What follows belongs to an exercise in optimizing a design on an open flow for small area, a short achievable clock period and few clock cycles; a production flow would make more cautious choices. Function was checked by simulation only, so behaviour that the tests miss may differ from the original. No activity file was given, so power comes from the tool's default toggle rates.

== run A ==
## JAM
module JAM (
input CLK,
input RST,
output reg [2:0] W,
output reg [2:0] J,
input [6:0] Cost,
output [3:0] MatchCount,
output [9:0] MinCost,
output reg Valid );
reg [5:0] ta;      
reg [6:0] ka;      
reg [6:0] kb;      
reg [6:0] kn;      
always @(posedge CLK) begin
    if (RST) begin
        ta <= 6'd0; W <= 3'd0; J <= 3'd0;
        kn <= 7'h00; ka <= 7'h7F; kb <= 7'h7E;
        Valid <= 1'b0;
    end else begin
        ta <= ta + 6'd1;
        if (ta[2:0] == 3'd7) J <= J + 3'd1; else W <= W + 3'd1;
        if (kn != 7'd64) kn <= kn + 7'd1;
        if (ka != 7'd64) ka <= ka + 7'd1;
        if (kb != 7'd64) kb <= kb + 7'd1;
        if (kb == 7'd63) Valid <= 1'b1;
    end
end
wire lob = ~kb[5];            
reg [7:0] ca;
reg [7:0] en;
reg [7:0] sd;
always @(posedge CLK) begin
    ca <= kn[6] ? 8'd0 : (8'd1 << kn[5:3]);
    en <= ka[6] ? 8'd0 : (8'd1 << ka[5:3]);
    sd <= 8'd1 << ka[2:0];
end
reg [9:0] v0;
reg [3:0] n0;
reg [9:0] v1;
reg [3:0] n1;
reg [9:0] v2;
reg [3:0] n2;
reg [9:0] v3;
reg [3:0] n3;
reg [9:0] v4;
reg [3:0] n4;
reg [9:0] v5;
reg [3:0] n5;
reg [9:0] v6;
reg [3:0] n6;
reg [9:0] v7;
reg [3:0] n7;
reg [9:0] v8;
reg [3:0] n8;
reg [9:0] v9;
reg [3:0] n9;
reg [9:0] v10;
reg [3:0] n10;
reg [9:0] v11;
reg [3:0] n11;
reg [9:0] v12;
reg [3:0] n12;
reg [9:0] v13;
reg [3:0] n13;
reg [9:0] v14;
reg [3:0] n14;
reg [8:0] v15;
reg [3:0] n15;
reg [9:0] v16;
reg [3:0] n16;
reg [9:0] v17;
reg [3:0] n17;
reg [9:0] v18;
reg [3:0] n18;
reg [9:0] v19;
reg [3:0] n19;
reg [9:0] v20;
reg [3:0] n20;
reg [9:0] v21;
reg [3:0] n21;
reg [9:0] v22;
reg [3:0] n22;
reg [8:0] v23;
reg [3:0] n23;
reg [9:0] v24;
reg [3:0] n24;
reg [9:0] v25;
reg [3:0] n25;
reg [9:0] v26;
reg [3:0] n26;
reg [8:0] v27;
reg [3:0] n27;
reg [9:0] v28;
reg [3:0] n28;
reg [8:0] v29;
reg [3:0] n29;
reg [8:0] v30;
reg [3:0] n30;
reg [9:0] v32;
reg [3:0] n32;
reg [9:0] v33;
reg [3:0] n33;
reg [9:0] v34;
reg [3:0] n34;
reg [9:0] v35;
reg [3:0] n35;
reg [9:0] v36;
reg [3:0] n36;
reg [9:0] v37;
reg [3:0] n37;
reg [9:0] v38;
reg [3:0] n38;
reg [8:0] v39;
reg [3:0] n39;
reg [9:0] v40;
reg [3:0] n40;
reg [9:0] v41;
reg [3:0] n41;
reg [9:0] v42;
reg [3:0] n42;
reg [8:0] v43;
reg [3:0] n43;
reg [9:0] v44;
reg [3:0] n44;
reg [8:0] v45;
reg [3:0] n45;
reg [8:0] v46;
reg [3:0] n46;
reg [9:0] v48;
reg [3:0] n48;
reg [9:0] v49;
reg [3:0] n49;
reg [9:0] v50;
reg [3:0] n50;
reg [8:0] v51;
reg [3:0] n51;
  ...
For scale: roughly 14000 cells after synthesis, about 30 I/O pins, roughly 130000 µm² of cells after synthesis.
Settings: LEC_CHECK=0, CAP_MARGIN=20, CORE_MARGIN=2, CORE_UTILIZATION=45, CTS_CLUSTER_DIAMETER=80, CTS_CLUSTER_SIZE=30, SETUP_SLACK_MARGIN=3.0, SLEW_MARGIN=20; clock period 6.0 ns.
run.sh (not shown) runs the stock make flow with config.mk's settings and CLKGATE_MAP_FILE= SYNTH_SCRIPT=/design/flow/synth_recipe.tcl, a recipe that flattens the netlist after the stock synthesis.
Testbench counts of run A, summed over its fixed seeds: cycles 1,206.
## Diff of input files: run B against run A
- changing CORE_UTILIZATION from 45 to 40
Findings:
In run B, the combinational power came out about 3% below the value in run A.
[compare] base=run A new=run B: design area roughly the same; area growth from synthesis to layout has increased; fraction of area in registers level; worst hold slack fell by 0.035 ns.
Least setup slack across all paths after layout: higher on run B
Relative to run A, the count of non-CTS buffers in the layout measured on run B has decreased by a few percent.
Input changes introduced in run C (baseline for comparison: run B):
- CORE_UTILIZATION changed from 40 to 45
- SLEW_MARGIN changed from 20 to 60
--- outcome ---
Headroom to the max-slew limit delta for run C relative to run B: 42 points higher
Comparing the two runs side by side, run C comes out ahead of run B on setup slack.
Compared with run B, in run C horizontal die dimension now sits lower; power up about 0.6%.
--- input diff run C..run D ---
- CORE_UTILIZATION changed from 45 to 40
==> comparison <==
- Global routing met2 resource utilization: higher on run C
- Run C → run D: combinational fraction of design power lost 0.5 points; total die area +about 12%.
- Any difference in total number of multi-input combinational cells between run C and run D is small enough to ignore.
- Run D — well tap count about 11% higher, run C as reference

re-timing with driven ports:
In the flow no input, the clock included, has a driving cell. The finished layouts below were timed again as built, in two steps. Step 1: set_driving_cell puts a clkbuf_16 on CLK and a buf_2 on each other input, an assumption about the parent block. Step 2 adds t to the input delays and takes it off the output delays; t is the mean of the earliest and latest rising clock arrival at the registers after step 1. Input paths then give back, and output paths get back, about the clock's delay inside the block. a / b / c = no drivers / after step 1 / after step 2; a / b = the first two.
| run | t, ns | setup WS [ns] | worst hold slack (ns) | worst setup path after step 2 | clock arrival spread, ns |
|---|---|---|---|---|---|
| run A | 1.039 | 2.619 / 2.619 / 2.046 | 0.332 / 0.332 / 0.332 | input to register | 0.078 / 0.078 |
| run B | 1.045 | 2.632 / 2.632 / 1.980 | 0.297 / 0.297 / 0.297 | input to register | 0.082 / 0.082 |
| run C | 1.031 | 2.841 / 2.841 / 2.260 | 0.329 / 0.329 / 0.329 | input to register | 0.056 / 0.056 |
| run D | 1.041 | 2.861 / 2.861 / 2.310 | 0.324 / 0.324 / 0.324 | input to register | 0.086 / 0.086 |
After both steps setup and hold are still met in every run listed. The setup slack of run B, which loses most, moves by 0.000 ns with the drivers and by -0.652 ns with both steps.
